From an optimization exercise on the open Yosys and OpenROAD flow, aimed at small area and a short achievable clock period; shortcuts taken in it are not production practice.
Where RTL was checked, it was by simulation tests only, not by an equivalence proof against the original.
The RTL of runs 1 and 2 was laid out without a check of its function.
No activity file was given, so power comes from the tool's default toggle rates.

File: flow/config.mk
export PLATFORM = sky130hd
export DESIGN_NAME = fp_adder_16_bit
export DESIGN_NICKNAME = fp_adder_16_bit
export VERILOG_FILES = /design/flow/design.v
export SDC_FILE = /design/flow/constraint.sdc
export NUM_CORES = 4
export LEC_CHECK = 0
export CAP_MARGIN = 20
export CORE_MARGIN = 2
export CORE_UTILIZATION = 40
export CTS_BUF_LIST = sky130_fd_sc_hd__clkbuf_8
export CTS_CLUSTER_SIZE = 40
export SETUP_SLACK_MARGIN = 1.5
export SLEW_MARGIN = 20
File: flow/constraint.sdc
create_clock -name core_clock -period 3.5 [get_ports {clock}]
set_input_delay 0.7000 -clock core_clock [delete_from_list [all_inputs] [get_ports {clock}]]
set_output_delay 0.7000 -clock core_clock [all_outputs]
set_load 0.01 [all_outputs]
File: flow/design.v
module pipe_stage #(parameter W = 1, parameter EN = 1) (
    input clock,
    input [W-1:0] d,
    output [W-1:0] q
);
    generate if (EN) begin : g_reg
        reg [W-1:0] r;
        always @(posedge clock) r <= d;
        assign q = r;
    end else begin : g_wire
        assign q = d;
    end endgenerate
endmodule
module valid_stage #(parameter EN = 1) (
    input clock,
    input reset,
    input d,
    output q
);
    generate if (EN) begin : g_reg
        reg r;
        always @(posedge clock or posedge reset)
            if (reset) r <= 1'b0;
            else       r <= d;
        assign q = r;
    end else begin : g_wire
        assign q = d;
    end endgenerate
endmodule
module fp_adder_16_bit (
    input clock,
    input reset,
    input in_valid,
    input [15:0] operand_a,
    input [15:0] operand_b,
    input final_operation,
    output reg out_valid,
    output reg [15:0] result,
    output reg overflow_flag,
    output reg underflow_flag,
    output reg zero_flag,
    output reg infinity_flag,
    output reg NaN_flag
);
    localparam S1 = 1;    
    localparam S2 = 1;    
    localparam S3 = 1;    
    localparam S4 = 1;    
    localparam S5 = 1;    
    wire        sa = operand_a[15], sb = operand_b[15];
    wire [4:0]  ea = operand_a[14:10], eb = operand_b[14:10];
    wire [9:0]  fa = operand_a[9:0],  fb = operand_b[9:0];
    wire        ha = |fa, hb = |fb;
    wire ea_max = &ea, eb_max = &eb;
    wire inf_c  = (ea_max & ~ha) | (eb_max & ~hb);
    wire nan_c  = (ea_max & ha) | (eb_max & hb);
    wire [5:0]  ediff = {1'b0, ea} - {1'b0, eb};      
    wire        e_lt  = ediff[5];
    wire        e_eq  = (ea == eb);
    wire        f_lt  = (fa < fb);
    wire [4:0]  bexp  = e_lt ? eb : ea;
    wire        flush = e_lt | (ediff[4:0] > 5'd11);
    wire [3:0]  sh    = ediff[3:0];
    wire [9:0]  fa_1, fb_1;
    wire        ha_1, hb_1, sa_1, sb_1, e_lt_1, e_eq_1, f_lt_1;
    wire [4:0]  bexp_1;
    wire [3:0]  sh_1;
    wire        flush_1, fop_1, inf_1, nan_1, v_1;
    pipe_stage #(.W(40), .EN(S1)) r1 (clock,
        {fa, fb, ha, hb, sa, sb, e_lt, e_eq, f_lt, bexp, sh, flush, final_operation, inf_c, nan_c},
        {fa_1, fb_1, ha_1, hb_1, sa_1, sb_1, e_lt_1, e_eq_1, f_lt_1, bexp_1, sh_1, flush_1, fop_1, inf_1, nan_1});
    valid_stage #(.EN(S1)) rv1 (clock, reset, in_valid, v_1);
    wire [10:0] ma_1  = {ha_1, fa_1}, mb_1 = {hb_1, fb_1};
    wire        op_1   = fop_1 ^ sa_1 ^ sb_1;
    wire        zero_1 = ~ha_1 & ~hb_1;
    wire        bsel  = e_eq_1 ? f_lt_1 : e_lt_1;
    wire        sign_1 = bsel ? sb_1 : sa_1;
    wire [10:0] big_1 = bsel ? mb_1 : ma_1;
    wire [13:0] lx    = {mb_1, 3'b000};
    wire [13:0] shx   = lx >> sh_1;
    wire [13:0] smask = ~(14'h3fff << (sh_1 + 4'd2));    
    wire        stk   = |(lx & smask);
    wire        fstk  = e_lt_1 ? ha_1 : hb_1;
    wire [13:0] al    = flush_1 ? {13'd0, fstk} :
                        (e_eq_1 & f_lt_1) ? {ma_1, 3'b000} : {shx[13:1], stk};
    wire [13:0] ax    = al ^ {14{op_1}};
    wire [2:0]  r_lo  = op_1 ? (3'd0 - al[2:0]) : al[2:0];
    wire        c3    = op_1 & ~|al[2:0];
    wire        keep  = ~op_1 & ~fop_1;              
    wire [10:0] big_2, axh_2;
    wire [2:0]  r_lo_2;
    wire [4:0]  bexp_2;
    wire        c3_2, keep_2, sign_2, zero_2, inf_2, nan_2, v_2;
    pipe_stage #(.W(36), .EN(S2)) r2 (clock,
        {big_1, ax[13:3], r_lo, c3, keep, bexp_1, sign_1, zero_1, inf_1, nan_1},
        {big_2, axh_2, r_lo_2, c3_2, keep_2, bexp_2, sign_2, zero_2, inf_2, nan_2});
    valid_stage #(.EN(S2)) rv2 (clock, reset, v_1, v_2);
    wire [11:0] hi  = {1'b0, big_2} + {1'b0, axh_2} + {11'd0, c3_2};
    wire        as_ = hi[11] & keep_2;
    wire [13:0] R   = {hi[10:0], r_lo_2};
    wire [13:0] R_3;
    wire [4:0]  bexp_3;
    wire        as_3, sign_3, zero_3, inf_3, nan_3, v_3;
    pipe_stage #(.W(24), .EN(S3)) r3 (clock,
        {R, as_, bexp_2, sign_2, zero_2, inf_2, nan_2},
        {R_3, as_3, bexp_3, sign_3, zero_3, inf_3, nan_3});
    valid_stage #(.EN(S3)) rv3 (clock, reset, v_2, v_3);
    wire [14:0] T = {as_3, R_3};
    reg  [3:0]  s;
    integer i;
    always @(*) begin
        s = 4'd1;
        for (i = 0; i < 14; i = i + 1)
            if (R_3[i]) s = 4'd14 - i;
        if (as_3) s = 4'd0;
    end
    wire [14:0] tsh = T << {s[3:2], 2'b00};          
    wire [13:0] tsh_4;
    wire [3:0]  s_4;
    wire [4:0]  bexp_4;
    wire        sign_4, zero_4, inf_4, nan_4, v_4;
    pipe_stage #(.W(27), .EN(S4)) r4 (clock,
        {tsh[13:0], s, bexp_3, sign_3, zero_3, inf_3, nan_3},
        {tsh_4, s_4, bexp_4, sign_4, zero_4, inf_4, nan_4});
    valid_stage #(.EN(S4)) rv4 (clock, reset, v_3, v_4);
    wire [13:0] fsh = tsh_4 << s_4[1:0];
    wire [12:0] nm_4 = fsh[13:1];
    wire [4:0]  ne  = bexp_4 + 5'd1 - {1'b0, s_4};
    wire [9:0]  M   = nm_4[12:3];
    wire        inc = nm_4[2] & (nm_4[1] | nm_4[0] | nm_4[3]);
    wire [9:0]  pre;
    genvar k;
    generate for (k = 0; k < 10; k = k + 1) begin : g_pre
        if (k == 0) begin : g0
            assign pre[k] = 1'b1;
        end else begin : gk
            assign pre[k] = &M[k-1:0];
        end
    end endgenerate
    wire [9:0]  mr  = M ^ (pre & {10{inc}});
    wire        m_all1 = &M;
    wire        m_zero = ~|M;
    wire        m_1ff  = (M == 10'h1ff);
    wire        m_200  = (M == 10'h200);
    wire        wr  = inc ? m_1ff : m_200;           
    wire        mrz = inc ? m_all1 : m_zero;         
    wire [4:0]  ne1 = bexp_4 + 5'd2 - {1'b0, s_4};
    wire        ovf = wr ? (ne == 5'd30) : (ne == 5'd31);
    wire        unf = (ne == 5'd0) & mrz;
    wire [4:0]  ex  = wr ? ne1 : ne;
    wire        special = inf_4 | nan_4;
    wire        f_ones  = nan_4 & ~inf_4;               
    wire        sel_mr  = ~special & ~ovf & ~wr;        
    wire        f_one   = ~special & ~ovf & wr;         
    wire [9:0]  mr_5;
    wire [4:0]  ex_5;
    wire        special_5, f_ones_5, sel_mr_5, f_one_5;
    wire        ovf_5, unf_5, sign_5, zero_5, inf_5, nan_5, v_5;
    pipe_stage #(.W(25), .EN(S5)) r5 (clock,
        {mr, ex, special, f_ones, sel_mr, f_one, ovf, unf, sign_4, zero_4, inf_4, nan_4},
        {mr_5, ex_5, special_5, f_ones_5, sel_mr_5, f_one_5, ovf_5, unf_5, sign_5, zero_5, inf_5, nan_5});
    valid_stage #(.EN(S5)) rv5 (clock, reset, v_4, v_5);
    wire [9:0]  fo = {10{f_ones_5}} | ({10{sel_mr_5}} & mr_5) | {9'd0, f_one_5};
    wire [4:0]  xo = ex_5 | {5{special_5}};
    always @(*) begin
        result         = {sign_5, xo, fo};
        overflow_flag  = ovf_5;
        underflow_flag = unf_5;
        zero_flag      = zero_5;
        infinity_flag  = inf_5;
        NaN_flag       = nan_5;
        out_valid      = v_5;
    end
endmodule
File: flow/run.sh
#!/bin/bash
# synth_recipe.tcl (not shown) runs the flow's synth.tcl, then flattens the netlist and writes it again
# the make line also repeats each setting of config.mk as NAME=value (left out here)
make -C /OpenROAD-flow-scripts/flow DESIGN_CONFIG=/design/flow/config.mk WORK_HOME=/design/flow/orfs CLKGATE_MAP_FILE= SYNTH_SCRIPT=/design/flow/synth_recipe.tcl finish
==> flow_summary_export.csv, run 1 <==
group,metric,value,unit
status,status,"no timing/DRC/antenna violations",
flow_run,drv_cap,0,
global_routing,grt_use_total,16.58,%
placement,port_buffers,57,
global_routing,grt-busiest-layer,"met2",
placement,dp.cells,889,
sta,worst_slew_pin_slew,0.8047,ns
yosys,syn-instance-count,631,
final_layout,drive_gt1_share,25.91,%
clock_tree,cts_buffer_depth,2,
clock_tree,insertion_delay,0.44,ns
sta,layout_setup_ws,0.9086,ns
yosys,syn_area,6519,µm²
global_routing,grt_max_degree,18,
power,intPower,4.325,mW
detailed_routing,ant_nets,0,
final_layout,nNetsFinal,812,
placement,place_hpwl,10060,µm
power,peakVddDrop,0.3059,mV
placement,gp_congestion,0.8757,
yosys,syn_area_per_cell,10.33,µm²
worst_setup_path,arrival,2.92,ns
yosys,synth.yosys.seq_area_share,48.60,%
worst_setup_path,required,3.83,ns
worst_setup_path,critPathCaptureType,"flip-flop",
final_layout,final_core_util,52.66,%
power,pwr-share-seq,38.0,%
sta,grt_setup_unrepaired,"yes",
yosys,yosys_warnings,7,
floorplan,die_w,131.7,µm
sta,setup-tns-final,0,ns
detailed_routing,wl_per_cell,14.65,µm
detailed_routing,drt_first_pass_iters,4,
floorplan,coreArea,15890,µm²
global_routing,use_met2,30.31,%
global_routing,grt_first_pass_wirelength,23030,µm
worst_setup_path,worst-path-max-fanout,6,
power,leakage,3.681,nW
yosys,ys_ff_latch,157,
yosys,yosysUniqueCellTypes,54,
sta,clock.fmax,385.9,MHz
detailed_routing,vias_per_cell,4.972,
yosys,dominantRegCellSynth,"dfxtp_1",
sta,final-hold-violation-count,0,
power,switching_share,34.73,%
floorplan,rows,46,
yosys,async_flop_share,3.185,%
power,power.net_switching,2.301,mW
clock_tree,cts_hold_buf,0,
floorplan,die-area,17330,µm²
clock_tree,clk_pin_slew,0.08,ns
power,p_total,6.627,mW
sta,min_period,2.591,ns
power,combPwrFrac,41.6,%
sta,drv_slew,0,
yosys,synth_nets,711,
final_layout,fill_cells,1451,
sta,max_slew_margin,46.16,%
power,p_clk_share,20.5,%
clock_tree,clock_sinks,157,
detailed_routing,drtIter0Drc,184,
detailed_routing,vias,4778,
sta,setup_violations,0,
final_layout,stdcell_count,961,
floorplan,io_pins,58,
power,p_per_area,792.1,nW/µm²
global_routing,grt_pass1_vias,4880,
clock_tree,cts_root_buf,"clkbuf_8",
detailed_routing,routed_wl,14080,µm
placement,place_ws,0.5676,ns
clock_tree,cts_tree,"built",
clock_tree,cts_buffers,17,
worst_hold_path,hp-class,"flip-flop to flip-flop",
clock_tree,h-tree-depth,4,
yosys,synth_edf_count,0,
sta,finalCritPeriodShare,74.04,%
global_routing,antenna_found_initial,0,
global_routing,use_met1,17.56,%
global_routing,use_met3,4.514,%
worst_setup_path,critPathKind,"flip-flop to flip-flop",
detailed_routing,drc,0,
floorplan,die_y,131.7,µm
sta,fin_skew,0.01043,ns
global_routing,grt_overflow,0,
final_layout,diodes,0,
floorplan,initial_core_util,41.04,%
final_layout,area_growth,28.33,%
worst_setup_path,start_kind,"flip-flop",
## layout make-up
| cell class | instances | area, µm² | area share, % |
|---|---|---|---|
| multi-input cells | 402 | 3417 | 40.85 |
| flip-flops and latches | 157 | 3199 | 38.24 |
| repair buffers | 99 | 855.8 | 10.23 |
| clock buffers | 20 | 275.3 | 3.290 |
| well taps | 216 | 270.3 | 3.231 |
| inverters | 55 | 214.0 | 2.558 |
| clock inverters | 12 | 133.9 | 1.600 |
## synthesized netlist by cell type (3+ instances only)
| cell | count | area (µm²) |
|---|---|---|
| or2_2 | 6 | 37.54 |
| nor2b_1 | 9 | 56.30 |
| mux2i_1 | 21 | 210.2 |
| nor2_1 | 32 | 120.1 |
| nand4_1 | 3 | 18.77 |
| o22ai_1 | 5 | 31.28 |
| a21oi_1 | 39 | 195.2 |
| buf_2 | 3 | 15.01 |
| and2_1 | 7 | 43.79 |
| nor3_1 | 14 | 70.07 |
| o21bai_1 | 4 | 30.03 |
| nand3_1 | 10 | 50.05 |
| dfrtp_1 | 5 | 125.1 |
| inv_1 | 55 | 206.5 |
| mux4_1 | 4 | 105.1 |
| ha_1 | 39 | 488.0 |
| a211oi_1 | 6 | 45.04 |
| fa_1 | 5 | 100.1 |
| a21o_1 | 20 | 150.1 |
| mux2_2 | 20 | 225.2 |
| clkbuf_1 | 12 | 45.04 |
| nand2b_1 | 8 | 50.05 |
| xnor2_1 | 25 | 219.0 |
| mux4_2 | 3 | 67.56 |
| dfxtp_1 | 152 | 3043 |
| nor4_1 | 10 | 62.56 |
| a22oi_1 | 8 | 60.06 |
| and3_1 | 3 | 18.77 |
| o21ai_0 | 25 | 125.1 |
| xor2_1 | 14 | 122.6 |
| nand2_1 | 32 | 120.1 |
## power groups by stage
stage / Clock, mW / Combinational [mW] / Sequential [mW]
finish: 1.36 / 2.76 / 2.51
global route: 1.48 / 3.01 / 2.57
CTS: 1.40 / 2.50 / 2.51
detailed placement: 0 / 2.19 / 2.60
global placement: 0 / 2.14 / 2.58
floorplan: 0 / 1.73 / 2.43
## worst paths after layout
check	from	slack, ns	depth (start not counted)	to
setup reg to reg	r4.g_reg.r[9]	0.91	6	r5.g_reg.r[11]
setup / recovery	r4.g_reg.r[9]	0.91	6	r5.g_reg.r[11]
hold / removal	r2.g_reg.r[11]	0.33	0	r3.g_reg.r[10]
min in group asynchronous	reset	0.44	2	rv1.g_reg.r
max in group asynchronous	reset	2.89	2	rv4.g_reg.r
hold reg to reg	r2.g_reg.r[11]	0.33	0	r3.g_reg.r[10]
## logic make-up after synthesis
kind of cell	synth area share (%)
buffers and inverters	4.319
flip-flops	48.60
AND/OR/NAND/NOR	11.04
adder cells (fa/ha/maj)	9.021
multiplexers	9.328
XOR/XNOR	5.240
AO/OA/AOI/OAI	12.46
## timing repair
| action | in CTS | in global routing |
|---|---|---|
| pin swaps | 28 | 28 |
| endpoints found under the setup margin | 54 | 40 |
| cloned | 0 | 1 |
| gates resized for setup | 131 | 46 |
| setup buffers | 29 | 10 |
## layout by cell type, fill, tap and decap left out, types with 9 or more instances in the layout
cell type,instances
buf_2,12
clkdlybuf4s50_1,24
nor2b_1,9
nor3_1,14
mux2i_1,18
dfxtp_1,141
ha_4,9
mux2_2,19
nor2_1,30
ha_1,29
dlygate4sd2_1,13
buf_6,11
nand3_1,9
o21ai_0,18
a21o_1,19
xnor2_1,23
clkbuf_8,20
nand2_1,28
inv_1,46
buf_4,34
a21oi_2,9
a21oi_1,30
xor2_1,12
## registers in the layout (all words and copies together) (netlist names)
name         flops
r1.g_reg.r      40
r2.g_reg.r      36
r3.g_reg.r      24
r4.g_reg.r      27
r5.g_reg.r      25
rv1.g_reg.r      1
rv2.g_reg.r      1
rv3.g_reg.r      1
rv4.g_reg.r      1
rv5.g_reg.r      1
## stage by stage
step	hold slack [ns]	instance area (µm²)
6_report	0.3301	8366
5_1_grt	0.3372	8366
4_1_cts	0.3295	8113
3_5_place_dp	0.3121	7367
3_3_place_gp	0.3118	7367
2_1_floorplan	0.3096	6601
## metal layers
layer	vias to the layer above	share of wire, %
li1	2384	-
met1	2267	40
met2	94	53
met3	33	3.4
met4	0	3.4
met5	-	0
## worst max-delay path, stage by stage, from the launching register on
cell	delay, ns
dfxtp_4	0.40
mux4_2	0.53
or4_1	0.54
or3_4	0.37
o21ai_4	0.20
buf_4	0.16
mux2_4	0.29
==> run 2: changes to the inputs <==
--- a/flow/design.v
+++ b/flow/design.v
@@ -84,19 +84,53 @@
     wire [13:0] al    = flush_1 ? {13'd0, fstk} :
                         (e_eq_1 & f_lt_1) ? {ma_1, 3'b000} : {shx[13:1], stk};
+    wire [13:0] zmask = ~(14'h3fff << (sh_1 + 4'd3));    
+    wire        z3    = flush_1 ? ~fstk : (e_eq_1 & f_lt_1) ? 1'b1 : ~|(lx & zmask);
+    wire        c3    = op_1 & z3;
     wire [13:0] ax    = al ^ {14{op_1}};
-    wire [2:0]  r_lo  = op_1 ? (3'd0 - al[2:0]) : al[2:0];
-    wire        c3    = op_1 & ~|al[2:0];
     wire        keep  = ~op_1 & ~fop_1;              
     wire [10:0] big_2, axh_2;
-    wire [2:0]  r_lo_2;
+    wire [2:0]  al_lo_2;
     wire [4:0]  bexp_2;
-    wire        c3_2, keep_2, sign_2, zero_2, inf_2, nan_2, v_2;
-    pipe_stage #(.W(36), .EN(S2)) r2 (clock,
-        {big_1, ax[13:3], r_lo, c3, keep, bexp_1, sign_1, zero_1, inf_1, nan_1},
-        {big_2, axh_2, r_lo_2, c3_2, keep_2, bexp_2, sign_2, zero_2, inf_2, nan_2});
+    wire        c3_2, op_2, keep_2, sign_2, zero_2, inf_2, nan_2, v_2;
+    pipe_stage #(.W(37), .EN(S2)) r2 (clock,
+        {big_1, ax[13:3], al[2:0], c3, op_1, keep, bexp_1, sign_1, zero_1, inf_1, nan_1},
+        {big_2, axh_2, al_lo_2, c3_2, op_2, keep_2, bexp_2, sign_2, zero_2, inf_2, nan_2});
     valid_stage #(.EN(S2)) rv2 (clock, reset, v_1, v_2);
-    wire [11:0] hi  = {1'b0, big_2} + {1'b0, axh_2} + {11'd0, c3_2};
-    wire        as_ = hi[11] & keep_2;
-    wire [13:0] R   = {hi[10:0], r_lo_2};
+    wire [11:0] g0 = {big_2 & axh_2, c3_2};
+    wire [11:0] p0 = {big_2 ^ axh_2, 1'b0};
+    wire [11:0] g1, p1, g2, p2, g3, p3, g4;
+    genvar j;
+    generate for (j = 0; j < 12; j = j + 1) begin : g_ks
+        if (j >= 1) begin : l1
+            assign g1[j] = g0[j] | (p0[j] & g0[j-1]);
+            assign p1[j] = p0[j] & p0[j-1];
+        end else begin : n1
+            assign g1[j] = g0[j];
+            assign p1[j] = p0[j];
+        end
+        if (j >= 2) begin : l2
+            assign g2[j] = g1[j] | (p1[j] & g1[j-2]);
+            assign p2[j] = p1[j] & p1[j-2];
+        end else begin : n2
+            assign g2[j] = g1[j];
+            assign p2[j] = p1[j];
+        end
+        if (j >= 4) begin : l3
+            assign g3[j] = g2[j] | (p2[j] & g2[j-4]);
+            assign p3[j] = p2[j] & p2[j-4];
+        end else begin : n3
+            assign g3[j] = g2[j];
+            assign p3[j] = p2[j];
+        end
+        if (j >= 8) begin : l4
+            assign g4[j] = g3[j] | (p3[j] & g3[j-8]);
+        end else begin : n4
+            assign g4[j] = g3[j];
+        end
+    end endgenerate
+    wire [11:0] hi   = {g4[11], p0[11:1] ^ g4[10:0]};
+    wire [2:0]  r_lo = op_2 ? (3'd0 - al_lo_2) : al_lo_2;
+    wire        as_  = hi[11] & keep_2;
+    wire [13:0] R    = {hi[10:0], r_lo};
     wire [13:0] R_3;
     wire [4:0]  bexp_3;
@@ -115,5 +149,5 @@
         if (as_3) s = 4'd0;
     end
-    wire [14:0] tsh = T << {s[3:2], 2'b00};          
+    wire [14:0] tsh = T << s;                        
     wire [13:0] tsh_4;
     wire [3:0]  s_4;
@@ -124,6 +158,5 @@
         {tsh_4, s_4, bexp_4, sign_4, zero_4, inf_4, nan_4});
     valid_stage #(.EN(S4)) rv4 (clock, reset, v_3, v_4);
-    wire [13:0] fsh = tsh_4 << s_4[1:0];
-    wire [12:0] nm_4 = fsh[13:1];
+    wire [12:0] nm_4 = tsh_4[13:1];
     wire [4:0]  ne  = bexp_4 + 5'd1 - {1'b0, s_4};
     wire [9:0]  M   = nm_4[12:3];
==> flow_summary_export.csv, run 2 <==
group,metric,value,unit
final_layout,area_growth,27.18,%
clock_tree,h-tree-depth,4,
clock_tree,cts_tree,"built",
yosys,syn_area_per_cell,9.889,µm²
clock_tree,clk_pin_slew,0.09,ns
worst_setup_path,arrival,2.47,ns
sta,final-hold-violation-count,0,
detailed_routing,routed_wl,16540,µm
yosys,syn_area,6992,µm²
clock_tree,insertion_delay,0.45,ns
detailed_routing,vias_per_cell,5.279,
yosys,synth_top_area_share,43.52,%
placement,place_hpwl,11560,µm
worst_hold_path,hp-class,"flip-flop to flip-flop",
worst_setup_path,slowest_stage,"mux4_2",
sta,worst_slew_pin_slew,0.7109,ns
sta,min_period,2.123,ns
worst_setup_path,cp_top_family,"compound AO/OA/AOI/OAI gates",
sta,grt_setup_unrepaired,"yes",
sta,layout_setup_ws,1.377,ns
final_layout,mostFrequentLayoutCells,"127 x dfxtp_1, 54 x inv_1, 42 x nor2_1, 42 x buf_4, 38 x nand2_1",
worst_setup_path,path_buf_inv,1,
floorplan,rows,48,
yosys,yosysUniqueCellTypes,67,
sta,drv_slew,0,
global_routing,grt_overflow,0,
clock_tree,cts_buffers,17,
final_layout,largest_reg_flops,40,
sta,fin_skew,0.01576,ns
status,status,"no timing/DRC/antenna violations",
yosys,yosysMostFrequentCell,"dfxtp_1",
placement,port_buffers,57,
yosys,netlist_top_cells_area,"dfxtp_1 44%, ha_1 7.9%, xnor2_1 4.1%, mux2_2 4.0%, mux2i_1 3.6%",
power,p_per_area,816.8,nW/µm²
worst_setup_path,start_kind,"flip-flop",
yosys,synth_nets,791,
worst_setup_path,worstPathCellList,"nor2_1 > a221oi_4 > buf_4 > o211ai_1 > o21ai_1 > mux4_2 > a31o_1",
global_routing,grt_max_degree,22,
final_layout,nNetsFinal,895,
final_layout,layout_commonest_cell,"dfxtp_1",
sta,finalCritPeriodShare,60.66,%
global_routing,grt_use_total,18.19,%
floorplan,coreArea,17180,µm²
detailed_routing,drtIter0Drc,319,
worst_setup_path,critPathCaptureType,"flip-flop",
final_layout,drive_gt1_share,26.61,%
placement,gp_congestion,0.8963,
final_layout,regMostFlops,"r1.g_reg.r",
floorplan,io_pins,58,
yosys,syn-instance-count,707,
detailed_routing,wl_per_cell,15.79,µm
floorplan,die-area,18550,µm²
placement,place_ws,0.5276,ns
detailed_routing,drc,0,
yosys,synth_top_cell_by_area,"dfxtp_1",
sta,max_slew_margin,52.43,%
detailed_routing,vias,5532,
power,peakVddDrop,0.2855,mV
yosys,synth_edf_count,0,
floorplan,die_w,136.2,µm
flow_run,drv_cap,0,
yosys,synth.yosys.seq_area_share,45.31,%
floorplan,initial_core_util,40.71,%
worst_setup_path,critPathKind,"flip-flop to flip-flop",
clock_tree,cts_root_buf,"clkbuf_8",
worst_setup_path,required,3.85,ns
detailed_routing,drt_first_pass_iters,4,
sta,clock.fmax,471.0,MHz
floorplan,die_y,136.2,µm
clock_tree,cts_buffer_depth,2,
global_routing,grt_first_pass_wirelength,26590,µm
yosys,synth_commonest_cells,"152 x dfxtp_1, 61 x inv_1, 44 x ha_1, 42 x nor2_1, 40 x nand2_1",
clock_tree,clock_sinks,157,
worst_setup_path,critPathMaxStageDelay,0.47,ns
detailed_routing,ant_nets,0,
yosys,ys_ff_latch,157,
yosys,dominantRegCellSynth,"dfxtp_1",
yosys,async_flop_share,3.185,%
final_layout,top_regs,"r1.g_reg.r (40), r2.g_reg.r (37), r4.g_reg.r (26)",
global_routing,grt_pass1_vias,5564,
global_routing,antenna_found_initial,0,
sta,setup-tns-final,0,ns
yosys,yosys_warnings,7,
worst_setup_path,worst-path-max-fanout,6,
sta,setup_violations,0,
final_layout,diodes,0,
power,leakage,3.840,nW
## run 2: cell types whose count changed after synthesis, sizes merged, moves of 7 or more
| cell | change |
|---|---|
| xor2 | -7 |
| xnor2 | +8 |
| a21oi | -9 |
| nand2 | +8 |
| o211ai | +10 |
| inv | +8 |
| nor2 | +10 |
## run 2: final timing paths
path | from | end | slack, ns | cells after the start
min | r3.g_reg.r[4] | r4.g_reg.r[4] | 0.33 | 0
max | r3.g_reg.r[12] | r4.g_reg.r[21] | 1.38 | 7
min reg2reg | r3.g_reg.r[4] | r4.g_reg.r[4] | 0.33 | 0
min in group asynchronous | reset | rv3.g_reg.r | 0.43 | 2
max reg2reg | r3.g_reg.r[12] | r4.g_reg.r[21] | 1.38 | 7
max in group asynchronous | reset | rv5.g_reg.r | 2.90 | 2
## run 2: final cells by class
cell class	instances	area [µm²]
multi-input combinational	466	3841
inverter	64	260.3
sequential	157	3234
fill	1555	8284
timing repair buffer	105	874.6
tap	225	281.5
clock inverter	13	152.6
clock buffer	18	247.7
## run 2: per-layer routing
metal | vias to the layer above | GRT usage (%) | wire (µm)
li1 | 2702 | - | -
met1 | 2620 | 20.29 | 6806
met2 | 158 | 33.08 | 8585
met3 | 52 | 3.356 | 587
met4 | 0 | 8.912 | 563
met5 | - | 0 | 0
## run 2: repair_timing
action | CTS | global route
gates resized for setup | 117 | 72
setup buffers | 38 | 9
pin swaps | 16 | 13
endpoints found under the setup margin | 54 | 34
hold buffers | 0 | 0
## run 2: worst reg2reg max path: cells and delay by family, from the launching register on
kind | cells | cell delay, ns
compound gates | 4 | 0.75
flops | 1 | 0.38
simple gates | 1 | 0.26
buf+inv | 1 | 0.17
mux | 1 | 0.48
## run 2: stage by stage
stage | utilization [%] | power (mW) | instances | hold slack, ns | cell area, µm²
after CTS | 50.29 | 6.910 | 1039 | 0.3305 | 8638
after global placement | 45.43 | 5.069 | 970 | 0.3107 | 7802
after floorplan | - | 4.457 | 707 | 0.3096 | 7071
after detailed placement | 45.43 | 5.126 | 970 | 0.3121 | 7802
final | 51.77 | 7.263 | 1048 | 0.3283 | 8892
after global routing | 51.77 | 7.704 | 1048 | 0.3319 | 8892
## run 2: power breakdown
group / total, mW / switching (mW) / internal (mW)
logic: 3.27 / 1.59 / 1.68
clock network: 1.34 / 0.674 / 0.667
registers: 2.65 / 0.407 / 2.25
## run 2: cell families after synthesis
logic type               count (synthesis)  synth area share, %
AND/OR/NAND/NOR                        174                12.29
flip-flops                             157                45.31
AO/OA/AOI/OAI                          152                15.28
buffers and inverters                   84                4.993
multiplexers                            52                8.089
adder cells (fa/ha/maj)                 48                9.019
XOR/XNOR                                40                5.011
==> run 3: changes to the inputs <==
--- a/flow/design.v
+++ b/flow/design.v
@@ -149,5 +149,5 @@
         if (as_3) s = 4'd0;
     end
-    wire [14:0] tsh = T << s;                        
+    wire [14:0] tsh = T << {s[3:2], 2'b00};          
     wire [13:0] tsh_4;
     wire [3:0]  s_4;
@@ -158,5 +158,6 @@
         {tsh_4, s_4, bexp_4, sign_4, zero_4, inf_4, nan_4});
     valid_stage #(.EN(S4)) rv4 (clock, reset, v_3, v_4);
-    wire [12:0] nm_4 = tsh_4[13:1];
+    wire [13:0] fsh = tsh_4 << s_4[1:0];
+    wire [12:0] nm_4 = fsh[13:1];
     wire [4:0]  ne  = bexp_4 + 5'd1 - {1'b0, s_4};
     wire [9:0]  M   = nm_4[12:3];
@@ -178,30 +179,28 @@
     wire        wr  = inc ? m_1ff : m_200;           
     wire        mrz = inc ? m_all1 : m_zero;         
-    wire [4:0]  ne1 = bexp_4 + 5'd2 - {1'b0, s_4};
-    wire        ovf = wr ? (ne == 5'd30) : (ne == 5'd31);
-    wire        unf = (ne == 5'd0) & mrz;
-    wire [4:0]  ex  = wr ? ne1 : ne;
-    wire        special = inf_4 | nan_4;
-    wire        f_ones  = nan_4 & ~inf_4;               
-    wire        sel_mr  = ~special & ~ovf & ~wr;        
-    wire        f_one   = ~special & ~ovf & wr;         
     wire [9:0]  mr_5;
-    wire [4:0]  ex_5;
-    wire        special_5, f_ones_5, sel_mr_5, f_one_5;
-    wire        ovf_5, unf_5, sign_5, zero_5, inf_5, nan_5, v_5;
-    pipe_stage #(.W(25), .EN(S5)) r5 (clock,
-        {mr, ex, special, f_ones, sel_mr, f_one, ovf, unf, sign_4, zero_4, inf_4, nan_4},
-        {mr_5, ex_5, special_5, f_ones_5, sel_mr_5, f_one_5, ovf_5, unf_5, sign_5, zero_5, inf_5, nan_5});
+    wire [4:0]  ne0;
+    wire        wr_5, mrz_5, sign_5, zero_5, inf_5, nan_5, v_5;
+    pipe_stage #(.W(21), .EN(S5)) r5 (clock,
+        {mr, wr, mrz, ne, sign_4, zero_4, inf_4, nan_4},
+        {mr_5, wr_5, mrz_5, ne0, sign_5, zero_5, inf_5, nan_5});
     valid_stage #(.EN(S5)) rv5 (clock, reset, v_4, v_5);
-    wire [9:0]  fo = {10{f_ones_5}} | ({10{sel_mr_5}} & mr_5) | {9'd0, f_one_5};
-    wire [4:0]  xo = ex_5 | {5{special_5}};
-    always @(*) begin
-        result         = {sign_5, xo, fo};
-        overflow_flag  = ovf_5;
-        underflow_flag = unf_5;
-        zero_flag      = zero_5;
-        infinity_flag  = inf_5;
-        NaN_flag       = nan_5;
-        out_valid      = v_5;
+    wire [4:0]  ne1 = ne0 + 5'd1;
+    wire        ovf = wr_5 ? (ne0 == 5'd30) : (ne0 == 5'd31);
+    wire        unf = (ne0 == 5'd0) & mrz_5;
+    wire [4:0]  ex  = wr_5 ? ne1 : ne0;
+    wire [9:0]  mo  = ovf ? 10'd0 : wr_5 ? 10'd1 : mr_5;
+    wire [4:0]  xo  = (inf_5 | nan_5) ? 5'h1f : ex;
+    wire [9:0]  fo  = inf_5 ? 10'd0 : nan_5 ? 10'h3ff : mo;
+    always @(posedge clock) begin
+        result         <= {sign_5, xo, fo};
+        overflow_flag  <= ovf;
+        underflow_flag <= unf;
+        zero_flag      <= zero_5;
+        infinity_flag  <= inf_5;
+        NaN_flag       <= nan_5;
     end
+    always @(posedge clock or posedge reset)
+        if (reset) out_valid <= 1'b0;
+        else       out_valid <= v_5;
 endmodule
--- a/flow/config.mk
+++ b/flow/config.mk
@@ -11,4 +11,4 @@
 export CTS_BUF_LIST = sky130_fd_sc_hd__clkbuf_8
 export CTS_CLUSTER_SIZE = 40
-export SETUP_SLACK_MARGIN = 1.5
+export SETUP_SLACK_MARGIN = 1.8
 export SLEW_MARGIN = 20
==> flow_summary_export.csv, run 3 <==
group,metric,value,unit
final_layout,diodes,0,
final_layout,largest_reg_flops,40,
yosys,synth_edf_count,0,
final_layout,layout_commonest_cell,"dfxtp_1",
worst_setup_path,reg2regPathDepth,7,
yosys,synth_top_cell_by_area,"dfxtp_1",
floorplan,coreArea,17900,µm²
yosys,synth_top_family_by_area,"compound AO/OA/AOI/OAI gates",
detailed_routing,drtIter0Drc,176,
yosys,yosysMostFrequentCell,"dfxtp_1",
clock_tree,h-tree-depth,4,
yosys,syn_area_per_cell,10.55,µm²
detailed_routing,ant_nets,0,
power,p_per_area,752.8,nW/µm²
placement,place_ws,0.5469,ns
yosys,synth_compound_area_share,12.55,%
flow_run,drv_cap,0,
sta,worst_slew_pin_slew,0.7208,ns
final_layout,mostFrequentLayoutCells,"149 x dfxtp_1, 54 x buf_4, 48 x nor2_1, 45 x inv_1, 30 x nand2_1",
detailed_routing,wl_per_cell,15.42,µm
clock_tree,cts_buffer_depth,2,
final_layout,multiInputGateArea,4065,µm²
final_layout,regMostFlops,"r1.g_reg.r",
yosys,yosys_warnings,7,
clock_tree,cts_root_buf,"clkbuf_8",
floorplan,io_pins,58,
worst_setup_path,critPathKind,"flip-flop to flip-flop",
yosys,netlist_top_cells_area,"dfxtp_1 47%, ha_1 7.8%, mux2_2 3.7%, xnor2_1 3.4%, nor2_1 3.1%",
sta,final-hold-violation-count,0,
yosys,synth-simple-area-share,10.05,%
worst_setup_path,critPathCaptureType,"flip-flop",
final_layout,seq_area,3595,µm²
floorplan,die_w,138.7,µm
floorplan,rows,49,
sta,whs,0.3207,ns
status,status,"no timing/DRC/antenna violations",
worst_setup_path,start_kind,"flip-flop",
global_routing,grt_max_degree,19,
global_routing,grt_use_total,16.39,%
yosys,synth_fa_ha_area_share,8.586,%
final_layout,nNetsFinal,902,
worst_hold_path,hold-path-cell-count,0,
detailed_routing,vias_per_cell,5.179,
yosys,async_flop_share,3.409,%
clock_tree,insertion_delay,0.45,ns
worst_setup_path,worst-path-max-fanout,3,
clock_tree,cts_hold_buf,0,
clock_tree,cts_buffers,17,
sta,max_slew_margin,51.44,%
global_routing,grt_first_pass_wirelength,25840,µm
yosys,synthMuxAreaShare,10.43,%
worst_hold_path,hp-class,"flip-flop to flip-flop",
detailed_routing,drt_first_pass_iters,7,
yosys,syn_area,7257,µm²
sta,finalCritPeriodShare,52.96,%
yosys,ys_ff_latch,176,
yosys,synth-xor-area-share,4.707,%
power,p_total,7.308,mW
sta,clock.fmax,539.5,MHz
power,peakVddDrop,0.3944,mV
detailed_routing,drc,0,
worst_setup_path,reg2reg_setup_slack,1.65,ns
placement,place_hpwl,11060,µm
global_routing,grt_overflow,0,
sta,drv_slew,0,
yosys,dominantRegCellSynth,"dfxtp_1",
yosys,synth_nets,772,
final_layout,drive_gt1_share,36.70,%
detailed_routing,vias,5490,
final_layout,top_regs,"r1.g_reg.r (40), r2.g_reg.r (37), r4.g_reg.r (27)",
final_layout,fill_cells,1553,
worst_setup_path,required,3.87,ns
floorplan,die-area,19240,µm²
yosys,synth.yosys.seq_area_share,48.97,%
power,leakage,4.071,nW
floorplan,die_y,138.7,µm
detailed_routing,routed_wl,16350,µm
floorplan,initial_core_util,40.54,%
placement,port_buffers,57,
sta,grt_setup_unrepaired,"yes",
sta,fin_skew,0.01677,ns
sta,min_period,1.854,ns
yosys,synth_top_area_share,46.90,%
global_routing,antenna_found_initial,0,
sta,setup-tns-final,0,ns
clock_tree,clock_sinks,176,
clock_tree,cts_tree,"built",
sta,layout_setup_ws,1.646,ns
final_layout,final_core_util,54.23,%
global_routing,grt_pass1_vias,5405,
worst_setup_path,arrival,2.22,ns
yosys,yosysUniqueCellTypes,70,
placement,gp_congestion,0.9078,
yosys,syn-instance-count,688,
sta,setup_violations,0,
yosys,synth_commonest_cells,"170 x dfxtp_1, 60 x nor2_1, 59 x inv_1, 45 x ha_1, 38 x a21oi_1",
clock_tree,clk_pin_slew,0.09,ns
final_layout,area_growth,33.78,%
run 3: final timing paths:
check,start,endpoint
worst max-delay path,r2.g_reg.r[20],r3.g_reg.r[23]
worst min register to register,r2.g_reg.r[3],r3.g_reg.r[3]
worst max register to register,r2.g_reg.r[20],r3.g_reg.r[23]
min in group asynchronous,reset,rv5.g_reg.r
max in group asynchronous,reset,rv3.g_reg.r
worst min-delay path,r2.g_reg.r[3],r3.g_reg.r[3]
run 3: through the flow:
stage,instance area (µm²),instances
2_1_floorplan,7478,688
3_3_place_gp,8252,962
3_5_place_dp,8252,962
4_1_cts,9121,1029
5_1_grt,9708,1060
6_report,9708,1060
run 3: repair_timing:
action,CTS,global route
buffers inserted,35,30
resized for setup,221,91
endpoints found under the setup margin,73,57
pin swaps,42,55
gates cloned,0,1
run 3: cell families after synthesis:
| group | count (synthesis) |
|---|---|
| fa+ha+maj | 48 |
| xor+xnor | 39 |
| buf+inv | 80 |
| flops | 176 |
| mux | 57 |
| simple gates | 153 |
| compound gates | 135 |
run 3: layout make-up:
class | instances | share of cell area [%]
Clock buffer | 18 | 2.552
Clock inverter | 14 | 1.469
Inverter | 64 | 3.248
Multi-Input combinational cell | 432 | 41.87
Sequential cell | 176 | 37.03
Tap cell | 229 | 2.951
Timing Repair Buffer | 127 | 10.88
run 3: power by group:
group	switching, mW	leakage [nW]	internal (mW)	total, mW
combinational	1.45	2.38	1.60	3.05
clock	0.774	0.197	0.547	1.32
sequential	0.414	1.50	2.52	2.94
run 3: critical path, stage by stage (launching register included):
cell	delay [ns]
dfxtp_2	0.34
ha_4	0.24
a21o_1	0.19
a221oi_4	0.33
nor2_1	0.07
a31o_2	0.25
o41ai_4	0.22
xnor2_1	0.15
run 3: metal layers:
metal	vias up	GRT usage, %	part of all wire [%]
met5	-	0	0
met3	36	3.764	3.8
met1	2656	18.79	41
met2	134	29.49	53
li1	2664	-	-
met4	0	6.752	2.7
==> run 4: changes to the inputs <==
--- a/flow/config.mk
+++ b/flow/config.mk
@@ -10,5 +10,6 @@
 export CORE_UTILIZATION = 40
 export CTS_BUF_LIST = sky130_fd_sc_hd__clkbuf_8
+export CTS_CLUSTER_DIAMETER = 150
 export CTS_CLUSTER_SIZE = 40
-export SETUP_SLACK_MARGIN = 1.8
+export SETUP_SLACK_MARGIN = 1.5
 export SLEW_MARGIN = 20
==> flow_summary_export.csv, run 4 <==
group,metric,value,unit
power,p_per_area,760.2,nW/µm²
sta,clock.fmax,513.7,MHz
sta,finalCritPeriodShare,55.62,%
final_layout,design_area,8816,µm²
placement,place_hpwl,10820,µm
sta,final-hold-violation-count,0,
worst_setup_path,critPathCaptureType,"flip-flop",
detailed_routing,vias,5109,
global_routing,grt_pass1_vias,4864,
yosys,synth_top_cell_by_area,"dfxtp_1",
yosys,async_flop_share,3.409,%
floorplan,coreArea,17900,µm²
worst_setup_path,reg2regPathDepth,6,
detailed_routing,vias_per_cell,5.084,
clock_tree,clock_sinks,176,
worst_setup_path,start_kind,"flip-flop",
flow_run,drv_cap,0,
global_routing,grt_max_degree,25,
detailed_routing,ant_nets,0,
worst_setup_path,arrival,2.29,ns
final_layout,diodes,0,
clock_tree,cts_root_buf,"clkbuf_8",
floorplan,rows,49,
floorplan,io_pins,58,
yosys,syn_area,7257,µm²
yosys,netlist_top_cells_area,"dfxtp_1 47%, ha_1 7.8%, mux2_2 3.7%, xnor2_1 3.4%, nor2_1 3.1%",
yosys,dominantRegCellSynth,"dfxtp_1",
floorplan,die_y,138.7,µm
global_routing,antenna_found_initial,0,
sta,setup_violations,0,
status,status,"no timing/DRC/antenna violations",
final_layout,largest_reg_flops,40,
floorplan,initial_core_util,40.54,%
power,peakVddDrop,0.3286,mV
yosys,yosys_warnings,7,
placement,dpl-instance-area,8102,µm²
sta,min_period,1.947,ns
clock_tree,cts_tree,"built",
floorplan,die_w,138.7,µm
yosys,synth_commonest_cells,"170 x dfxtp_1, 60 x nor2_1, 59 x inv_1, 45 x ha_1, 38 x a21oi_1",
yosys,ys_ff_latch,176,
sta,setup-tns-final,0,ns
clock_tree,cts_hold_buf,0,
global_routing,grt_use_total,14.95,%
final_layout,fill_cells,1665,
final_layout,top_regs,"r1.g_reg.r (40), r2.g_reg.r (37), r4.g_reg.r (27)",
detailed_routing,drc,0,
clock_tree,cts_buffer_depth,2,
sta,grt_setup_unrepaired,"yes",
yosys,syn_area_per_cell,10.55,µm²
yosys,yosysUniqueCellTypes,70,
clock_tree,insertion_delay,0.45,ns
detailed_routing,wl_per_cell,14.67,µm
yosys,synth.yosys.seq_area_share,48.97,%
clock_tree,clk_pin_slew,0.09,ns
worst_setup_path,worst-path-max-fanout,14,
worst_setup_path,required,3.84,ns
detailed_routing,drtIter0Drc,178,
global_routing,grt_overflow,0,
sta,max_slew_margin,38.14,%
yosys,synth_top_area_share,46.90,%
worst_hold_path,hold-path-cell-count,0,
placement,port_buffers,57,
final_layout,final_core_util,49.25,%
final_layout,layout_commonest_cell,"dfxtp_1",
sta,drv_slew,0,
clock_tree,h-tree-depth,4,
final_layout,area_growth,21.48,%
sta,fin_skew,0.01790,ns
floorplan,die-area,19240,µm²
yosys,syn-instance-count,688,
yosys,synth_edf_count,0,
power,leakage,3.770,nW
final_layout,mostFrequentLayoutCells,"166 x dfxtp_1, 60 x nor2_1, 59 x inv_1, 37 x a21oi_1, 33 x ha_1",
detailed_routing,routed_wl,14740,µm
worst_setup_path,critPathKind,"flip-flop to flip-flop",
worst_hold_path,hp-class,"flip-flop to flip-flop",
sta,whs,0.3283,ns
clock_tree,cts_buffers,17,
placement,gp_congestion,0.9067,
yosys,synth_nets,772,
detailed_routing,drt_first_pass_iters,5,
final_layout,drive_gt1_share,15.59,%
yosys,yosysMostFrequentCell,"dfxtp_1",
global_routing,grt_first_pass_wirelength,23430,µm
sta,worst_slew_pin_slew,0.9213,ns
final_layout,regMostFlops,"r1.g_reg.r",
final_layout,nNetsFinal,847,
-- run 4: cell counts after synthesis --
No cell type changed its count.
-- run 4: where the power goes --
part | switching, mW | total, mW | internal (mW)
combinational | 1.12 | 2.27 | 1.15
sequential | 0.394 | 2.91 | 2.51
clock | 0.732 | 1.52 | 0.791
total | 2.25 | 6.70 | 4.46
-- run 4: repair_timing --
action                     4_1_cts  5_1_grt
pin swaps                        5        8
resized for setup               50       26
cloned                           0        1
buffers inserted                 5        5
setup endpoints to repair       48       15
-- run 4: worst paths after layout --
check / from / slack, ns / to
setup reg to reg: r4.g_reg.r[9] / 1.55 / r5.g_reg.r[9]
hold / removal: r3.g_reg.r[1] / 0.33 / r4.g_reg.r[1]
max in group asynchronous: reset / 2.87 / rv3.g_reg.r
setup / recovery: r4.g_reg.r[9] / 1.55 / r5.g_reg.r[9]
hold reg to reg: r3.g_reg.r[1] / 0.33 / r4.g_reg.r[1]
min in group asynchronous: reset / 0.43 / rv1.g_reg.r
-- run 4: logic make-up (layout without fill, tap and decap cells) --
group / count (synthesis) / count (layout) / synth area share, %
muxes: 57 / 57 / 10.43
AOI/OAI and AO/OA: 135 / 135 / 12.55
xor gates and xnor gates: 39 / 39 / 4.707
adders and majority gates: 48 / 48 / 8.586
buffers and inverters: 80 / 168 / 4.707
and+or+nand+nor: 153 / 153 / 10.05
DFF: 176 / 176 / 48.97
-- run 4: layout make-up --
cell class | instances | area, µm² | area share (%)
Clock buffer | 17 | 234.0 | 2.654
Clock inverter | 15 | 206.4 | 2.342
Inverter | 64 | 274.0 | 3.108
Multi-Input combinational cell | 432 | 3551 | 40.28
Sequential cell | 176 | 3568 | 40.48
Tap cell | 229 | 286.5 | 3.250
Timing Repair Buffer | 72 | 695.7 | 7.891
-- run 4: per-layer routing --
layer | vias up | GRT usage, % | part of all wire, %
met5 | - | 0 | 0
met4 | 0 | 5.795 | 2.0
met3 | 24 | 3.246 | 3.1
met2 | 105 | 27.38 | 52
met1 | 2426 | 16.98 | 43
li1 | 2554 | - | -
-- run 4: worst max-delay path, cell delays in order (launching register included) --
cell and delay (ns):
dfxtp_4 0.48, mux4_1 0.57, a21boi_2 0.18, and2_1 0.17, nand4_1 0.15, nor2_1 0.09, a22o_1 0.20
-- run 4: stage by stage --
stage / setup slack, ns / instances / total power [mW]
global route: 1.450 / 1005 / 7.143
finish: 1.553 / 1005 / 6.702
CTS: 1.502 / 999 / 6.646
global placement: 0.5948 / 962 / 5.112
floorplan: 1.468 / 688 / 4.535
detailed placement: 0.4873 / 962 / 5.157
==> run 5: changes to the inputs <==
--- a/flow/config.mk
+++ b/flow/config.mk
@@ -10,6 +10,6 @@
 export CORE_UTILIZATION = 40
 export CTS_BUF_LIST = sky130_fd_sc_hd__clkbuf_8
-export CTS_CLUSTER_DIAMETER = 150
 export CTS_CLUSTER_SIZE = 40
 export SETUP_SLACK_MARGIN = 1.5
 export SLEW_MARGIN = 20
+export TNS_END_PERCENT = 0
==> flow_summary_export.csv, run 5 <==
group,metric,value,unit
sta,drv_slew,0,
clock_tree,h-tree-depth,4,
yosys,synth_top_area_share,46.90,%
global_routing,grt_max_degree,25,
clock_tree,cts_tree,"built",
yosys,synth.yosys.seq_area_share,48.97,%
sta,worst_slew_pin_slew,0.7253,ns
global_routing,antenna_found_initial,0,
global_routing,grt_first_pass_wirelength,23690,µm
floorplan,initial_core_util,40.54,%
yosys,synth_nets,772,
flow_run,drv_cap,0,
yosys,synth_commonest_cells,"170 x dfxtp_1, 60 x nor2_1, 59 x inv_1, 45 x ha_1, 38 x a21oi_1",
sta,min_period,2.086,ns
worst_setup_path,critPathKind,"input pin to flip-flop",
detailed_routing,wl_per_cell,14.43,µm
final_layout,nNetsFinal,841,
sta,final-hold-violation-count,0,
worst_setup_path,required,3.89,ns
worst_setup_path,arrival,2.48,ns
detailed_routing,drt_first_pass_iters,5,
clock_tree,cts_root_buf,"clkbuf_8",
final_layout,top_regs,"r1.g_reg.r (40), r2.g_reg.r (37), r4.g_reg.r (27)",
yosys,syn_area,7257,µm²
final_layout,layout_commonest_cell,"dfxtp_1",
worst_setup_path,start_kind,"input pin",
sta,grt_setup_unrepaired,"yes",
yosys,ys_ff_latch,176,
placement,place_hpwl,10830,µm
yosys,syn_area_per_cell,10.55,µm²
power,p_total,6.511,mW
global_routing,grt_use_total,15.12,%
worst_setup_path,critPathCaptureType,"flip-flop",
final_layout,drive_gt1_share,14.03,%
yosys,yosysUniqueCellTypes,70,
sta,fin_skew,0.01221,ns
final_layout,final_core_util,48.52,%
yosys,syn-instance-count,688,
floorplan,die_y,138.7,µm
sta,setup_violations,0,
yosys,netlist_top_cells_area,"dfxtp_1 47%, ha_1 7.8%, mux2_2 3.7%, xnor2_1 3.4%, nor2_1 3.1%",
clock_tree,cts_buffer_depth,2,
yosys,yosys_warnings,7,
sta,max_slew_margin,51.47,%
clock_tree,insertion_delay,0.45,ns
clock_tree,clk_pin_slew,0.10,ns
floorplan,die_w,138.7,µm
sta,setup-tns-final,0,ns
clock_tree,cts_buffers,17,
floorplan,die-area,19240,µm²
floorplan,coreArea,17900,µm²
final_layout,mostFrequentLayoutCells,"166 x dfxtp_1, 60 x nor2_1, 56 x inv_1, 53 x clkdlybuf4s50_1, 39 x ha_1",
floorplan,rows,49,
clock_tree,clock_sinks,176,
power,leakage,3.656,nW
final_layout,area_growth,19.69,%
yosys,synth_edf_count,0,
placement,port_buffers,57,
worst_hold_path,hp-class,"flip-flop to flip-flop",
global_routing,grt_overflow,0,
status,status,"no timing/DRC/antenna violations",
detailed_routing,vias_per_cell,5.020,
global_routing,grt_pass1_vias,4975,
detailed_routing,drc,0,
placement,gp_congestion,0.9461,
yosys,dominantRegCellSynth,"dfxtp_1",
detailed_routing,drtIter0Drc,296,
detailed_routing,vias,5015,
power,p_per_area,749.6,nW/µm²
final_layout,largest_reg_flops,40,
sta,clock.fmax,479.3,MHz
yosys,yosysMostFrequentCell,"dfxtp_1",
power,peakVddDrop,0.3656,mV
yosys,async_flop_share,3.409,%
detailed_routing,ant_nets,0,
detailed_routing,routed_wl,14420,µm
final_layout,diodes,0,
worst_setup_path,worst-path-max-fanout,3,
floorplan,io_pins,58,
final_layout,regMostFlops,"r1.g_reg.r",
yosys,synth_top_cell_by_area,"dfxtp_1",
sta,finalCritPeriodShare,59.61,%
clock_tree,cts_hold_buf,0,
## run 5: layout make-up
cell class,count,area (µm²)
repair buffers,66,685.7
inverters,64,264.0
clock inverters,14,150.1
well taps,229,286.5
multi-input cells,432,3486
clock buffers,18,247.7
fillers,1645,9216
flip-flops and latches,176,3566
## run 5: through the flow
stage	cells	worst slack (ns)	cell area, µm²	hold WS, ns
finish	999	1.414	8686	0.3277
global placement	963	0.6978	8093	0.3108
floorplan	688	1.448	7305	0.3096
detailed placement	963	0.6462	8093	0.3121
global route	999	1.370	8686	0.3316
CTS	997	1.373	8541	0.3310
## run 5: path summary, 6_finish.rpt
path	start	endpoint	slack, ns	cells past startpoint
worst min register to register	r3.g_reg.r[2]	r4.g_reg.r[2]	0.33	0
worst max-delay path	operand_a[4]	r1.g_reg.r[13]	1.41	7
max in group asynchronous	reset	rv3.g_reg.r	2.87	2
worst min-delay path	r3.g_reg.r[2]	r4.g_reg.r[2]	0.33	0
min in group asynchronous	reset	rv1.g_reg.r	0.44	2
worst max register to register	r1.g_reg.r[5]	r2.g_reg.r[12]	1.46	7
## run 5: power by group
part / internal [mW] / switching, mW / total, mW
sequential: 2.51 / 0.416 / 2.93
combinational: 1.17 / 1.07 / 2.25
clock: 0.549 / 0.786 / 1.33
## run 5: timing repair
action                                  4_1_cts  5_1_grt
endpoints found under the hold margin         0        0
resized for setup                            12       29
endpoints found under the setup margin       47       41
buffers inserted                              2        1
cloned                                        0        1
pin swaps                                     0        4
## run 5: worst max-delay path: stages
cell,delay (ns)
clkdlybuf4s50_1,0.57
ha_4,0.24
a21o_1,0.19
a2111oi_4,0.28
o21ai_1,0.12
a31o_2,0.24
a21oi_1,0.13
## run 5: cells by family after synthesis
kind of cell	synth area share (%)
AOI/OAI and AO/OA	12.55
muxes	10.43
xor gates and xnor gates	4.707
adders and majority gates	8.586
buffers and inverters	4.707
and+or+nand+nor	10.05
DFF	48.97
## run 5: layer usage
layer | vias to the layer above | wire length [µm] | GRT usage (%) | share of wire (%)
li1 | 2544 | - | - | -
met1 | 2328 | 6140 | 17.32 | 43
met2 | 111 | 7440 | 26.99 | 52
met3 | 32 | 445 | 3.315 | 3.1
met4 | 0 | 391 | 6.964 | 2.7
met5 | - | 0 | 0 | 0
==> run 6: changes to the inputs <==
--- a/flow/config.mk
+++ b/flow/config.mk
@@ -13,3 +13,3 @@
 export SETUP_SLACK_MARGIN = 1.5
 export SLEW_MARGIN = 20
-export TNS_END_PERCENT = 0
+export TNS_END_PERCENT = 20
==> flow_summary_export.csv, run 6 <==
group,metric,value,unit
worst_setup_path,worstPathCellList,"clkdlybuf4s50_1",
detailed_routing,vias_per_cell,5.042,
detailed_routing,drc,0,
sta,setup-tns-final,0,ns
worst_setup_path,path_buf_inv,1,
worst_setup_path,reg2reg_setup_slack,1.48,ns
power,p_per_area,749.5,nW/µm²
worst_hold_path,hp-class,"flip-flop to flip-flop",
sta,drv_slew,0,
detailed_routing,ant_nets,0,
floorplan,initial_core_util,40.54,%
final_layout,top_regs,"r1.g_reg.r (40), r2.g_reg.r (37), r4.g_reg.r (27)",
sta,min_period,2.033,ns
placement,port_buffers,57,
detailed_routing,drt_first_pass_iters,5,
final_layout,nNetsFinal,843,
yosys,yosysMostFrequentCell,"dfxtp_1",
status,status,"no timing/DRC/antenna violations",
worst_setup_path,worst-path-max-fanout,1,
power,p_total,6.535,mW
sta,worst_slew_pin_slew,0.7264,ns
power,p_clk_share,20.5,%
global_routing,use_met3,3.453,%
detailed_routing,vias,5047,
global_routing,grt_pass1_vias,5035,
clock_tree,insertion_delay,0.45,ns
yosys,syn_area,7257,µm²
detailed_routing,drtIter0Drc,249,
sta,grt_setup_unrepaired,"yes",
yosys,syn-instance-count,688,
power,switching_share,34.99,%
flow_run,drv_cap,0,
worst_setup_path,start_kind,"flip-flop",
placement,place_hpwl,10830,µm
floorplan,die_w,138.7,µm
worst_setup_path,crit-reg2reg-launch,"r1.g_reg.r[5]",
floorplan,die_y,138.7,µm
final_layout,layout_commonest_cell,"dfxtp_1",
worst_hold_path,hp-start,"r3.g_reg.r[2]",
worst_setup_path,arrival,1.33,ns
worst_setup_path,cp_top_family,"buffers and inverters",
yosys,async_flop_share,3.409,%
floorplan,die-area,19240,µm²
worst_setup_path,critPathCaptureType,"primary output",
power,pwr-share-seq,44.6,%
clock_tree,clk_pin_slew,0.10,ns
sta,max_slew_margin,51.40,%
clock_tree,h-tree-depth,4,
clock_tree,clock_sinks,176,
worst_hold_path,hold_end,"r4.g_reg.r[2]",
global_routing,grt_max_degree,25,
worst_setup_path,critPathKind,"flip-flop to primary output",
worst_setup_path,crit_cells,1,
sta,final-hold-violation-count,0,
global_routing,use_met1,17.42,%
power,intPower,4.248,mW
final_layout,mostFrequentLayoutCells,"166 x dfxtp_1, 60 x nor2_1, 56 x inv_1, 47 x clkdlybuf4s50_1, 38 x a21oi_1",
placement,gp_congestion,0.9461,
floorplan,io_pins,58,
sta,finalCritPeriodShare,58.07,%
final_layout,seq_area,3566,µm²
yosys,synth.yosys.seq_area_share,48.97,%
worst_setup_path,timing.rr.end,"r2.g_reg.r[12]",
final_layout,fill_cells,1648,
clock_tree,cts_tree,"built",
final_layout,drive_gt1_share,14.64,%
yosys,synth_top_area_share,46.90,%
worst_setup_path,slowest_stage,"clkdlybuf4s50_1",
detailed_routing,wl_per_cell,14.74,µm
sta,clock.fmax,492.0,MHz
yosys,yosysUniqueCellTypes,70,
final_layout,diodes,0,
final_layout,multiInputGateArea,3506,µm²
power,combPwrFrac,35.0,%
global_routing,grt-busiest-layer,"met2",
clock_tree,cts_buffers,17,
global_routing,use_met2,27.38,%
yosys,ys_ff_latch,176,
clock_tree,cts_root_buf,"clkbuf_8",
worst_hold_path,hold-path-cell-count,0,
yosys,synth_commonest_cells,"170 x dfxtp_1, 60 x nor2_1, 59 x inv_1, 45 x ha_1, 38 x a21oi_1",
floorplan,rows,49,
yosys,synth_nets,772,
clock_tree,cts_hold_buf,0,
final_layout,largest_reg_flops,40,
final_layout,regMostFlops,"r1.g_reg.r",
global_routing,antenna_found_initial,0,
clock_tree,cts_buffer_depth,2,
yosys,syn_area_per_cell,10.55,µm²
global_routing,grt_overflow,0,
power,power.net_switching,2.286,mW
yosys,yosys_warnings,7,
power,leakage,3.683,nW
worst_setup_path,critPathMaxStageDelay,0.54,ns
worst_setup_path,reg2regPathDepth,8,
final_layout,area_growth,20.14,%
global_routing,grt_first_pass_wirelength,23940,µm
yosys,dominantRegCellSynth,"dfxtp_1",
power,peakVddDrop,0.3656,mV
yosys,netlist_top_cells_area,"dfxtp_1 47%, ha_1 7.8%, mux2_2 3.7%, xnor2_1 3.4%, nor2_1 3.1%",
yosys,synth_top_cell_by_area,"dfxtp_1",
detailed_routing,routed_wl,14750,µm
global_routing,grt_use_total,15.31,%
sta,setup_violations,0,
floorplan,coreArea,17900,µm²
yosys,synth_edf_count,0,
sta,fin_skew,0.01464,ns
worst_setup_path,required,2.80,ns
[run 6: layer usage]
layer  routed length (µm)  part of all wire (%)
met1                 6255                    42
met5                    0                     0
met3                  508                   3.4
met2                 7601                    52
met4                  386                   2.6
[run 6: metrics by stage]
step / hold WS (ns) / cell area, µm² / util, % / cells / setup slack, ns
2_1_floorplan: 0.3096 / 7305 / - / 688 / 1.448
3_3_place_gp: 0.3108 / 8093 / 45.21 / 963 / 0.6978
3_5_place_dp: 0.3121 / 8093 / 45.21 / 963 / 0.6462
4_1_cts: 0.3310 / 8627 / 48.19 / 1000 / 1.422
5_1_grt: 0.3327 / 8718 / 48.70 / 1001 / 1.391
6_report: 0.3285 / 8718 / 48.70 / 1001 / 1.467
[run 6: worst max path at each step]
stage | startpoint | endpoint | slack (ns)
finish | underflow_flag | underflow_flag | 1.47
floorplan | operand_b[11] | r1.g_reg.r[11] | 1.45
global route | underflow_flag | underflow_flag | 1.39
CTS | operand_b[4] | r1.g_reg.r[13] | 1.42
global placement | operand_b[11] | r1.g_reg.r[12] | 0.70
detailed placement | operand_b[11] | r1.g_reg.r[8] | 0.65
[run 6: layout make-up]
type,count,area share (%)
clock buffer,18,2.842
clock inverter,14,1.722
inverter,64,2.999
multi-input combinational,432,40.21
sequential,176,40.90
tap,229,3.286
timing repair buffer,68,8.037
[run 6: logic make-up (layout without fill, tap and decap cells)]
family	Yosys count	count (layout)	synth area share (%)
compound gates	135	135	12.55
xor+xnor	39	39	4.707
simple gates	153	153	10.05
fa+ha+maj	48	48	8.586
flops	176	176	48.97
mux	57	57	10.43
buf+inv	80	164	4.707
[run 6: timing repair]
| item | in CTS | in global routing |
|---|---|---|
| pin swaps | 4 | 6 |
| setup endpoints to repair | 47 | 40 |
| setup buffers | 4 | 1 |
| cloned | 1 | 0 |
| resized for setup | 26 | 19 |
[run 6: power groups by stage]
stage / sequential, mW / clock (mW) / combinational (mW)
final: 2.91 / 1.34 / 2.29
after CTS: 2.93 / 1.37 / 2.25
after floorplan: 2.84 / 0 / 1.69
after detailed placement: 2.97 / 0 / 2.20
after global placement: 2.95 / 0 / 2.16
after global routing: 2.99 / 1.47 / 2.52
==> run 7: changes to the inputs <==
--- a/flow/config.mk
+++ b/flow/config.mk
@@ -8,8 +8,7 @@
 export CAP_MARGIN = 20
 export CORE_MARGIN = 2
-export CORE_UTILIZATION = 40
+export CORE_UTILIZATION = 50
 export CTS_BUF_LIST = sky130_fd_sc_hd__clkbuf_8
 export CTS_CLUSTER_SIZE = 40
 export SETUP_SLACK_MARGIN = 1.5
 export SLEW_MARGIN = 20
-export TNS_END_PERCENT = 20
==> flow_summary_export.csv, run 7 <==
group,metric,value,unit
worst_hold_path,hp-start,"r2.g_reg.r[4]",
final_layout,area_growth,20.86,%
yosys,syn_area_per_cell,10.55,µm²
status,status,"no timing/DRC/antenna violations",
yosys,syn_area,7257,µm²
power,leakage,3.794,nW
final_layout,diodes,0,
sta,max_slew_margin,42.96,%
worst_setup_path,crit-reg2reg-launch,"r1.g_reg.r[5]",
worst_setup_path,required,3.83,ns
yosys,syn-instance-count,688,
floorplan,initial_core_util,50.51,%
global_routing,grt_first_pass_wirelength,24340,µm
power,p_per_area,750.0,nW/µm²
global_routing,antenna_found_initial,0,
floorplan,rows,44,
final_layout,multiInputGateArea,3556,µm²
global_routing,grt_overflow,0,
sta,setup_violations,0,
yosys,async_flop_share,3.409,%
final_layout,fill_cells,1242,
clock_tree,clock_sinks,176,
detailed_routing,routed_wl,15120,µm
yosys,yosysMostFrequentCell,"dfxtp_1",
yosys,ys_ff_latch,176,
detailed_routing,wl_per_cell,15.63,µm
worst_setup_path,critPathKind,"flip-flop to flip-flop",
floorplan,coreArea,14370,µm²
clock_tree,insertion_delay,0.45,ns
sta,layout_setup_ws,1.526,ns
sta,grt_setup_unrepaired,"yes",
power,peakVddDrop,0.2387,mV
sta,drv_slew,0,
sta,min_period,1.974,ns
worst_setup_path,worst-path-max-fanout,7,
yosys,synth_top_area_share,46.90,%
yosys,synth_commonest_cells,"170 x dfxtp_1, 60 x nor2_1, 59 x inv_1, 45 x ha_1, 38 x a21oi_1",
sta,worst_slew_pin_slew,0.8495,ns
placement,gp_congestion,0.8714,
final_layout,layout_commonest_cell,"dfxtp_1",
yosys,yosysUniqueCellTypes,70,
worst_setup_path,start_kind,"flip-flop",
final_layout,seq_area,3568,µm²
final_layout,top_regs,"r1.g_reg.r (40), r2.g_reg.r (37), r4.g_reg.r (27)",
power,p_total,6.578,mW
global_routing,grt_max_degree,25,
detailed_routing,ant_nets,0,
floorplan,io_pins,58,
final_layout,drive_gt1_share,16.22,%
sta,finalCritPeriodShare,56.39,%
worst_hold_path,hp-class,"flip-flop to flip-flop",
floorplan,die_w,124.5,µm
detailed_routing,vias,5138,
placement,place_ws,0.5377,ns
worst_setup_path,critPathLaunch,"r1.g_reg.r[5]",
worst_setup_path,critPathCaptureType,"flip-flop",
clock_tree,cts_buffers,17,
sta,final-hold-violation-count,0,
clock_tree,clk_pin_slew,0.09,ns
placement,place_hpwl,11160,µm
yosys,synth_edf_count,0,
floorplan,die-area,15490,µm²
yosys,yosys_warnings,7,
sta,setup-tns-final,0,ns
floorplan,die_y,124.5,µm
detailed_routing,drt_first_pass_iters,4,
final_layout,final_core_util,61.04,%
sta,clock.fmax,506.6,MHz
yosys,synth.yosys.seq_area_share,48.97,%
clock_tree,cts_root_buf,"clkbuf_8",
yosys,synth_nets,772,
worst_setup_path,arrival,2.31,ns
detailed_routing,drtIter0Drc,238,
sta,fin_skew,0.01128,ns
global_routing,grt_use_total,19.41,%
yosys,dominantRegCellSynth,"dfxtp_1",
final_layout,nNetsFinal,854,
final_layout,regMostFlops,"r1.g_reg.r",
detailed_routing,vias_per_cell,5.313,
clock_tree,cts_hold_buf,0,
yosys,netlist_top_cells_area,"dfxtp_1 47%, ha_1 7.8%, mux2_2 3.7%, xnor2_1 3.4%, nor2_1 3.1%",
detailed_routing,drc,0,
final_layout,mostFrequentLayoutCells,"166 x dfxtp_1, 60 x nor2_1, 58 x inv_1, 38 x ha_1, 37 x a21oi_1",
clock_tree,h-tree-depth,4,
final_layout,largest_reg_flops,40,
clock_tree,cts_buffer_depth,2,
global_routing,grt_pass1_vias,5095,
clock_tree,cts_tree,"built",
placement,port_buffers,57,
flow_run,drv_cap,0,
yosys,synth_top_cell_by_area,"dfxtp_1",
[run 7: cell types whose count changed in the layout (fill, tap and decap cells not counted), sizes merged]
cell,previous run,this run
dlymetal6s2s,5,4
clkbuf,18,22
clkdlybuf4s50,47,25
buf,10,20
bufbuf,1,0
dlygate4sd2,5,27
clkinvlp,4,3
[run 7: final timing paths]
path                                  endpoint  cells past startpoint  slack, ns
worst max-delay path            r2.g_reg.r[12]                      8       1.53
worst min-delay path             r3.g_reg.r[4]                      0       0.33
worst max register to register  r2.g_reg.r[12]                      8       1.53
worst min register to register   r3.g_reg.r[4]                      0       0.33
max in group asynchronous          rv3.g_reg.r                      2       2.84
min in group asynchronous          rv4.g_reg.r                      2       0.46
[run 7: metal layers]
| metal | share of wire, % | vias up | global-route usage, % |
|---|---|---|---|
| li1 | - | 2572 | - |
| met1 | 41 | 2440 | 21.50 |
| met2 | 54 | 103 | 36.19 |
| met3 | 3.3 | 23 | 4.124 |
| met4 | 1.8 | 0 | 7.336 |
| met5 | 0 | - | 0 |
[run 7: layout make-up]
type                       instances  area share [%]
inverter                          64           3.181
clock inverter                    13           1.198
tap                              184           2.625
sequential                       176           40.68
clock buffer                      19           2.981
timing repair buffer              79           8.787
multi-input combinational        432           40.54
[run 7: worst max-delay path, cell delays in order, from the launching register on]
cell       delay (ns)
dfxtp_4          0.37
buf_12           0.11
inv_8            0.04
ha_4             0.26
nand2_2          0.05
a222oi_1         0.30
o2111ai_1        0.16
a221o_1          0.38
a22o_1           0.19
[run 7: power by group]
part | internal, mW | switching (mW) | leakage, nW
sequential | 2.51 | 0.402 | 1.49
combinational | 1.22 | 1.18 | 2.11
clock | 0.542 | 0.711 | 0.185
total | 4.28 | 2.30 | 3.79
[run 7: kinds of logic after synthesis]
kind of cell | Yosys count | share of synthesized area (%)
mux | 57 | 10.43
fa+ha+maj | 48 | 8.586
flops | 176 | 48.97
buf+inv | 80 | 4.707
xor+xnor | 39 | 4.707
simple gates | 153 | 10.05
compound gates | 135 | 12.55
[run 7: per-stage QoR]
stage               instances  hold WS, ns  cell area [µm²]
floorplan                 688       0.3096             7325
global placement          917       0.3098             8045
detailed placement        917       0.3121             8045
CTS                       955       0.3325             8488
global route              967       0.3369             8771
finish                    967       0.3309             8771
[run 7: timing repair]
| action | in CTS | in global routing |
|---|---|---|
| gates resized for setup | 49 | 33 |
| pin swaps | 4 | 11 |
| endpoints found under the hold margin | 0 | 0 |
| setup buffers | 6 | 11 |
| setup endpoints to repair | 48 | 14 |
| cloned | 0 | 1 |

==> static timing again, ports no longer ideal <==
No port has a modelled driver above. Below, the same layouts with a new extraction and two added sets of constraints.
Step 1 assumes that a clkbuf_16 drives the clock port and a buf_2 every other input.
Step 2, shift: input delay + t, output delay - t, t = (earliest + latest rising clock arrival at the registers) / 2. This alone moves slack from input paths to output paths.
Three values: no drivers, after step 1, after step 2; two values: the first two.
run | t, ns | setup slack, ns
run 1 | 0.474 | 0.909 / 0.909 / 0.909
run 2 | 0.476 | 1.377 / 1.377 / 1.044
run 3 | 0.479 | 1.646 / 1.646 / 1.319
run 4 | 0.484 | 1.553 / 1.553 / 1.076
run 5 | 0.483 | 1.414 / 1.427 / 0.944
run 6 | 0.484 | 1.467 / 1.430 / 1.015
run 7 | 0.475 | 1.526 / 1.526 / 1.079
After both steps setup and hold are still met in every run listed.
